Background: an optimization exercise with open tools, aiming at small area and a short achievable clock period. Do not read the settings as production practice.
RTL that was checked went through simulation tests only; none was proved equivalent to the original.

==> module hd_calcu_4m, before the edit <==
module hd_calcu_4m(input [15:0] a,
                   output [4:0] hd
                  );
  wire c0, s0, c1, s1, c2, s2, c3, s3, c4, s4, c5, s5, c6, s6, c7, s7, c8, s8, c9, s9, c10, s10, c11, s11, c12, s12, c13, s13, c14, s14;
  ham_fa f0 (a[0], a[10], a[11], c0, s0);
  ham_fa f1 (a[12], a[13], a[14], c1, s1);
  ham_fa f2 (a[15], a[1], a[2], c2, s2);
  ham_fa f3 (a[3], a[4], a[5], c3, s3);
  ham_fa f4 (a[6], a[7], a[8], c4, s4);
  ham_fa f5 (a[9], s0, s1, c5, s5);
  ham_ha h6 (s2, s3, c6, s6);
  ham_fa f7 (s4, s6, s5, c7, s7);
  ham_fa f8 (c0, c1, c2, c8, s8);
  ham_fa f9 (c3, c4, c6, c9, s9);
  ham_ha h10 (c5, s8, c10, s10);
  ham_fa f11 (s9, s10, c7, c11, s11);
  ham_fa f12 (c8, c10, c9, c12, s12);
  ham_ha h13 (s12, c11, c13, s13);
  ham_ha h14 (c12, c13, c14, s14);
  assign hd[0] = s7;
  assign hd[1] = s11;
  assign hd[2] = s13;
  assign hd[3] = s14;
  assign hd[4] = c14;
endmodule
==> module ham, before the edit <==
module ham(data_in, data_out, clk, resetn);
input [31:0] data_in;
input clk, resetn;
output reg [33:0] data_out;
wire p1 = data_out[1];
wire p0 = data_out[0];
wire [15:0] va, vb, vn;
genvar k;
generate
  for (k = 0; k < 16; k = k + 1) begin : pr
    ham_pair pp(data_in[2*k+1], data_in[2*k], data_out[2*k+3], data_out[2*k+2],
                va[k], vb[k], vn[k]);
  end
endgenerate
wire [4:0] A, B, N;
hd_calcu_4m ca(va, A);
hd_calcu_4m cb(vb, B);
hd_calcu_4m cn(vn, N);
function cout5;
  input [4:0] u, v;
  input c;
  reg cy;
  integer j;
  begin
    cy = c;
    for (j = 0; j < 5; j = j + 1)
      cy = (u[j] & v[j]) | (u[j] & cy) | (v[j] & cy);
    cout5 = cy;
  end
endfunction
wire [4:0] a8n = ~{A[4] | A[3], ~A[3], A[2:0]};
wire [4:0] rs, rc;
genvar m;
generate
  for (m = 0; m < 5; m = m + 1) begin : rw
    ham_fa f(B[m], a8n[m], N[m], rc[m], rs[m]);
  end
endgenerate
wire ie = A[4] | (A[3] & (~p1 | A[2] | A[1] | A[0]));
wire io = B[4] | (B[3] & (~(p1 & p0) | B[2] | B[1] | B[0])) |
          (~p1 & ~p0 & B[2] & B[1] & B[0]);
wire se = N[4] | (N[3] & (p0 | ~p1 | N[2] | N[1] | N[0])) |
          (p0 & ~p1 & N[2] & N[1] & N[0]);
wire so = rc[4] | cout5(rs, {rc[3:0], 1'b0}, ~p1);
wire is = cout5(A, ~N, ~p0);
wire eo = cout5(B, ~A, ~p0);
wire sel_i = ie & io & is;
wire sel_s = ~is & se & so;
wire sel_s1, sel_s0;
ham_sel ss1(is, se, so, sel_s1);
ham_sel ss0(is, se, so, sel_s0);
wire sel_e = ~ie & ~se & eo;
wire c1 = ~sel_i & ~sel_s;
wire c0 = ~sel_i & ~sel_e;
wire inv1 = ~sel_e;           
wire inv0 = sel_i | sel_e;    
wire [33:0] nxt;
assign nxt[1:0] = {c1, c0};
generate
  for (k = 0; k < 16; k = k + 1) begin : ob
    ham_obit o1(sel_s1, data_in[2*k],   data_in[2*k+1], inv1, nxt[2*k+3]);
    ham_obit o0(sel_s0, data_in[2*k+1], data_in[2*k],   inv0, nxt[2*k+2]);
  end
endgenerate
always @(posedge clk, negedge resetn)
begin
  if (!resetn)
    data_out <= 34'd0;
  else
    data_out <= nxt;
end
endmodule
==> module ham_sel, before the edit <==
module ham_sel(input is, input se, input so, output s);
  assign s = ~is & se & so;
endmodule
clock: 12.5 ns
lec_check: 0
cap_margin: 20
core_margin: 2
core_utilization: 60
cts_buf_list: sky130_fd_sc_hd__clkbuf_8
setup_slack_margin: 4.5
slew_margin: 20
synth_hierarchical: 1
synth_minimum_keep_size: 0
standard.sh (not shown) runs the stock make flow with config.mk's settings and CLKGATE_MAP_FILE= SYNTH_SCRIPT=/design/flow/synth_recipe.tcl, a recipe that flattens the netlist after the stock synthesis.
==> flow/flow/run.sh <==
#!/bin/bash
set -euo pipefail
export BUFFER_PORTS_ARGS="-buffer_cell sky130_fd_sc_hd__buf_1"
bash standard.sh > standard.log 2>&1
The first run finished clean.
Rerun with:
--- a/flow/design.v
+++ b/flow/design.v
@@ -8,14 +8,14 @@
   ham_fa f3 (a[3], a[4], a[5], c3, s3);
   ham_fa f4 (a[6], a[7], a[8], c4, s4);
   ham_fa f5 (a[9], s0, s1, c5, s5);
-  ham_ha h6 (s2, s3, c6, s6);
-  ham_fa f7 (s4, s6, s5, c7, s7);
+  ham_fa f6 (s2, s3, s4, c6, s6);
+  ham_ha h7 (s5, s6, c7, s7);
   ham_fa f8 (c0, c1, c2, c8, s8);
-  ham_fa f9 (c3, c4, c6, c9, s9);
-  ham_ha h10 (c5, s8, c10, s10);
-  ham_fa f11 (s9, s10, c7, c11, s11);
-  ham_fa f12 (c8, c10, c9, c12, s12);
-  ham_ha h13 (s12, c11, c13, s13);
+  ham_fa f9 (c3, c4, c5, c9, s9);
+  ham_fa f10 (c6, s8, c7, c10, s10);
+  ham_ha h11 (s9, s10, c11, s11);
+  ham_fa f12 (c8, c9, c10, c12, s12);
+  ham_ha h13 (c11, s12, c13, s13);
   ham_ha h14 (c12, c13, c14, s14);
   assign hd[0] = s7;
   assign hd[1] = s11;
@@ -66,7 +66,7 @@
 genvar m;
 generate
   for (m = 0; m < 5; m = m + 1) begin : rw
-    ham_fa f(B[m], a8n[m], N[m], rc[m], rs[m]);
+    ham_fa f(B[m], N[m], a8n[m], rc[m], rs[m]);
   end
 endgenerate
 wire ie = A[4] | (A[3] & (~p1 | A[2] | A[1] | A[0]));
@@ -79,20 +79,20 @@
 wire eo = cout5(B, ~A, ~p0);
 wire sel_i = ie & io & is;
 wire sel_s = ~is & se & so;
-wire sel_s1, sel_s0;
-ham_sel ss1(is, se, so, sel_s1);
-ham_sel ss0(is, se, so, sel_s0);
 wire sel_e = ~ie & ~se & eo;
 wire c1 = ~sel_i & ~sel_s;
 wire c0 = ~sel_i & ~sel_e;
-wire inv1 = ~sel_e;           
-wire inv0 = sel_i | sel_e;    
 wire [33:0] nxt;
 assign nxt[1:0] = {c1, c0};
+genvar g;
 generate
-  for (k = 0; k < 16; k = k + 1) begin : ob
-    ham_obit o1(sel_s1, data_in[2*k],   data_in[2*k+1], inv1, nxt[2*k+3]);
-    ham_obit o0(sel_s0, data_in[2*k+1], data_in[2*k],   inv0, nxt[2*k+2]);
+  for (g = 0; g < 4; g = g + 1) begin : og
+    wire gs, gi1, gi0;
+    ham_ctl ct(ie, io, is, se, so, eo, gs, gi1, gi0);
+    for (k = 4*g; k < 4*g + 4; k = k + 1) begin : ob
+      ham_obit o1(gs, data_in[2*k],   data_in[2*k+1], gi1, nxt[2*k+3]);
+      ham_obit o0(gs, data_in[2*k+1], data_in[2*k],   gi0, nxt[2*k+2]);
+    end
   end
 endgenerate
 always @(posedge clk, negedge resetn)
@@ -103,8 +103,13 @@
     data_out <= nxt;
 end
 endmodule
-module ham_sel(input is, input se, input so, output s);
-  assign s = ~is & se & so;
+module ham_ctl(input ie, input io, input is, input se, input so, input eo,
+               output s, output inv1, output inv0);
+  wire sel_i = ie & io & is;
+  wire sel_e = ~ie & ~se & eo;
+  assign s    = ~is & se & so;
+  assign inv1 = ~sel_e;
+  assign inv0 = sel_i | sel_e;
 endmodule
 module ham_obit(input s, input u, input v, input inv, output o);
   assign o = s ? u : v ^ inv;
=> The new run finished clean. Fmax falls by a few percent. Wire length came out higher by about a fifth. Global-route usage rises by 2.3 points. Cell area rises by a few percent. Count of clock-buffer cells in the layout does not change. Synthesized area climbs by a few percent. Critical path depth is higher by 3. Setup slack got worse by 0.36 ns. Via count grows by roughly a tenth. Die area grows by a few percent. Flip-flop and latch count does not change. Sequential share of layout area shrinks by 0.51 points. Register-to-register slack degrades by 0.36 ns.
For the second run of this note, only the layout was checked, not whether the RTL still works.


The RTL this note starts from:
==> flow/design.v <==
module hd_calcu_4m(input [15:0] a,
                   output [4:0] hd
                  );
  wire c0, s0, c1, s1, c2, s2, c3, s3, c4, s4, c5, s5, c6, s6, c7, s7, c8, s8, c9, s9, c10, s10, c11, s11, c12, s12, c13, s13, c14, s14;
  ham_fa f0 (a[0], a[10], a[11], c0, s0);
  ham_fa f1 (a[12], a[13], a[14], c1, s1);
  ham_fa f2 (a[15], a[1], a[2], c2, s2);
  ham_fa f3 (a[3], a[4], a[5], c3, s3);
  ham_fa f4 (a[6], a[7], a[8], c4, s4);
  ham_fa f5 (a[9], s0, s1, c5, s5);
  ham_fa f6 (s2, s3, s4, c6, s6);
  ham_ha h7 (s5, s6, c7, s7);
  ham_fa f8 (c0, c1, c2, c8, s8);
  ham_fa f9 (c3, c4, c5, c9, s9);
  ham_fa f10 (c6, s8, c7, c10, s10);
  ham_ha h11 (s9, s10, c11, s11);
  ham_fa f12 (c8, c9, c10, c12, s12);
  ham_ha h13 (c11, s12, c13, s13);
  ham_ha h14 (c12, c13, c14, s14);
  assign hd[0] = s7;
  assign hd[1] = s11;
  assign hd[2] = s13;
  assign hd[3] = s14;
  assign hd[4] = c14;
endmodule
module ham_fa(input a, input b, input c, output co, output s);
  assign s  = a ^ b ^ c;
  assign co = (a & b) | (a & c) | (b & c);
endmodule
module ham_ha(input a, input b, output co, output s);
  assign s  = a ^ b;
  assign co = a & b;
endmodule
module ham(data_in, data_out, clk, resetn);
input [31:0] data_in;
input clk, resetn;
output reg [33:0] data_out;
wire p1 = data_out[1];
wire p0 = data_out[0];
wire [15:0] va, vb, vn;
genvar k;
generate
  for (k = 0; k < 16; k = k + 1) begin : pr
    ham_pair pp(data_in[2*k+1], data_in[2*k], data_out[2*k+3], data_out[2*k+2],
                va[k], vb[k], vn[k]);
  end
endgenerate
wire [4:0] A, B, N;
hd_calcu_4m ca(va, A);
hd_calcu_4m cb(vb, B);
hd_calcu_4m cn(vn, N);
function cout5;
  input [4:0] u, v;
  input c;
  reg cy;
  integer j;
  begin
    cy = c;
    for (j = 0; j < 5; j = j + 1)
      cy = (u[j] & v[j]) | (u[j] & cy) | (v[j] & cy);
    cout5 = cy;
  end
endfunction
wire [4:0] a8n = ~{A[4] | A[3], ~A[3], A[2:0]};
wire [4:0] rs, rc;
genvar m;
generate
  for (m = 0; m < 5; m = m + 1) begin : rw
    ham_fa f(B[m], N[m], a8n[m], rc[m], rs[m]);
  end
endgenerate
wire ie = A[4] | (A[3] & (~p1 | A[2] | A[1] | A[0]));
wire io = B[4] | (B[3] & (~(p1 & p0) | B[2] | B[1] | B[0])) |
          (~p1 & ~p0 & B[2] & B[1] & B[0]);
wire se = N[4] | (N[3] & (p0 | ~p1 | N[2] | N[1] | N[0])) |
          (p0 & ~p1 & N[2] & N[1] & N[0]);
wire so = rc[4] | cout5(rs, {rc[3:0], 1'b0}, ~p1);
wire is = cout5(A, ~N, ~p0);
wire eo = cout5(B, ~A, ~p0);
wire sel_i = ie & io & is;
wire sel_s = ~is & se & so;
wire sel_e = ~ie & ~se & eo;
wire c1 = ~sel_i & ~sel_s;
wire c0 = ~sel_i & ~sel_e;
wire inv1 = ~(c1 & ~c0);    
wire inv0 = ~(c1 & c0);     
wire [33:0] nxt;
assign nxt[1:0] = {c1, c0};
generate
  for (k = 0; k < 16; k = k + 1) begin : ob
    ham_obit o1(sel_s, data_in[2*k],   data_in[2*k+1], inv1, nxt[2*k+3]);
    ham_obit o0(sel_s, data_in[2*k+1], data_in[2*k],   inv0, nxt[2*k+2]);
  end
endgenerate
always @(posedge clk, negedge resetn)
begin
  if (!resetn)
    data_out <= 34'd0;
  else
    data_out <= nxt;
end
endmodule
module ham_obit(input s, input u, input v, input inv, output o);
  assign o = s ? u : v ^ inv;
endmodule
module ham_pair(input d1, input d0, input q1, input q0,
                output a, output b, output n);
  wire y;
  ham_xor xa(d1, q1, a);
  ham_xor xb(d0, q0, b);
  ham_xor xy(q1, q0, y);
  ham_mxn mn(y, a, b, n);
endmodule
module ham_xor(input u, input v, output o);
  assign o = u ^ v;
endmodule
module ham_mxn(input s, input u, input v, output o);
  assign o = s ? u : ~v;
endmodule
==> flow/config.mk <==
export PLATFORM = sky130hd
export DESIGN_NAME = ham
export DESIGN_NICKNAME = ham
export VERILOG_FILES = /design/flow/design.v
export SDC_FILE = /design/flow/constraint.sdc
export NUM_CORES = 4
export LEC_CHECK = 0
export CAP_MARGIN = 20
export CORE_MARGIN = 2
export CORE_UTILIZATION = 60
export CTS_BUF_LIST = sky130_fd_sc_hd__clkbuf_8
export SETUP_SLACK_MARGIN = 5
export SLEW_MARGIN = 20
export SYNTH_HIERARCHICAL = 1
export SYNTH_MINIMUM_KEEP_SIZE = 0
==> flow/constraint.sdc <==
create_clock -name core_clock -period 12.5 [get_ports {clk}]
set_input_delay 2.5000 -clock core_clock [delete_from_list [all_inputs] [get_ports {clk}]]
set_output_delay 2.5000 -clock core_clock [all_outputs]
set_load 0.01 [all_outputs]
Scripts as last shown in full above: flow/flow/run.sh
Rerun with:
--- a/flow/design.v
+++ b/flow/design.v
@@ -8,14 +8,14 @@
   ham_fa f3 (a[3], a[4], a[5], c3, s3);
   ham_fa f4 (a[6], a[7], a[8], c4, s4);
   ham_fa f5 (a[9], s0, s1, c5, s5);
-  ham_fa f6 (s2, s3, s4, c6, s6);
-  ham_ha h7 (s5, s6, c7, s7);
+  ham_ha h6 (s2, s3, c6, s6);
+  ham_fa f7 (s4, s6, s5, c7, s7);
   ham_fa f8 (c0, c1, c2, c8, s8);
-  ham_fa f9 (c3, c4, c5, c9, s9);
-  ham_fa f10 (c6, s8, c7, c10, s10);
-  ham_ha h11 (s9, s10, c11, s11);
-  ham_fa f12 (c8, c9, c10, c12, s12);
-  ham_ha h13 (c11, s12, c13, s13);
+  ham_fa f9 (c3, c4, c6, c9, s9);
+  ham_ha h10 (c5, s8, c10, s10);
+  ham_fa f11 (s9, s10, c7, c11, s11);
+  ham_fa f12 (c8, c10, c9, c12, s12);
+  ham_ha h13 (s12, c11, c13, s13);
   ham_ha h14 (c12, c13, c14, s14);
   assign hd[0] = s7;
   assign hd[1] = s11;
@@ -66,7 +66,7 @@
 genvar m;
 generate
   for (m = 0; m < 5; m = m + 1) begin : rw
-    ham_fa f(B[m], N[m], a8n[m], rc[m], rs[m]);
+    ham_fa f(B[m], a8n[m], N[m], rc[m], rs[m]);
   end
 endgenerate
 wire ie = A[4] | (A[3] & (~p1 | A[2] | A[1] | A[0]));
@@ -79,17 +79,20 @@
 wire eo = cout5(B, ~A, ~p0);
 wire sel_i = ie & io & is;
 wire sel_s = ~is & se & so;
+wire sel_s1, sel_s0;
+ham_sel ss1(is, se, so, sel_s1);
+ham_sel ss0(is, se, so, sel_s0);
 wire sel_e = ~ie & ~se & eo;
 wire c1 = ~sel_i & ~sel_s;
 wire c0 = ~sel_i & ~sel_e;
-wire inv1 = ~(c1 & ~c0);    
-wire inv0 = ~(c1 & c0);     
+wire inv1 = ~sel_e;           
+wire inv0 = sel_i | sel_e;    
 wire [33:0] nxt;
 assign nxt[1:0] = {c1, c0};
 generate
   for (k = 0; k < 16; k = k + 1) begin : ob
-    ham_obit o1(sel_s, data_in[2*k],   data_in[2*k+1], inv1, nxt[2*k+3]);
-    ham_obit o0(sel_s, data_in[2*k+1], data_in[2*k],   inv0, nxt[2*k+2]);
+    ham_obit o1(sel_s1, data_in[2*k],   data_in[2*k+1], inv1, nxt[2*k+3]);
+    ham_obit o0(sel_s0, data_in[2*k+1], data_in[2*k],   inv0, nxt[2*k+2]);
   end
 endgenerate
 always @(posedge clk, negedge resetn)
@@ -99,6 +102,9 @@
   else
     data_out <= nxt;
 end
+endmodule
+module ham_sel(input is, input se, input so, output s);
+  assign s = ~is & se & so;
 endmodule
 module ham_obit(input s, input u, input v, input inv, output o);
   assign o = s ? u : v ^ inv;
=>
- flip-flop and latch count does not change
- cell area drops by 8.9%
- global-route usage came out lower by 1.7 points
- wire length shrinks by about 12%
- synthesized area barely changes
- hold slack improved by 26 ps
No functional check of the RTL was part of the first run of this note.

what the ideal ports hide:
No port has a modelled driver above. Below, the same layouts with a new extraction and two added sets of constraints.
Step 1 (the two cells are an assumption about what drives the block):
set clk [get_ports {clk}]
set_driving_cell -lib_cell sky130_fd_sc_hd__clkbuf_16 $clk
set_driving_cell -lib_cell sky130_fd_sc_hd__buf_2 [delete_from_list [all_inputs] $clk]
Step 2 times the ports against the registers' clock, not the clock port: input delays grow and output delays shrink by t, the midpoint of the rising clock arrivals with the driver on.
a / b / c = ideal ports / drivers / drivers and shift; a / b = the first two.
run	t, ns	setup slack, ns	worst setup path at the end
the first run of note 1	0.316	5.374 / 5.383 / 5.068	input to register
the second run of note 1	0.323	5.014 / 5.026 / 4.703	input to register
the first run of note 2	0.327	5.124 / 5.135 / 4.809	input to register
the second run of note 2	0.317	5.382 / 5.390 / 5.074	input to register
After both steps every run listed still meets setup and hold. The setup slack of the first run of note 2, which loses most, moves by +0.011 ns with the drivers and by -0.315 ns with both steps.
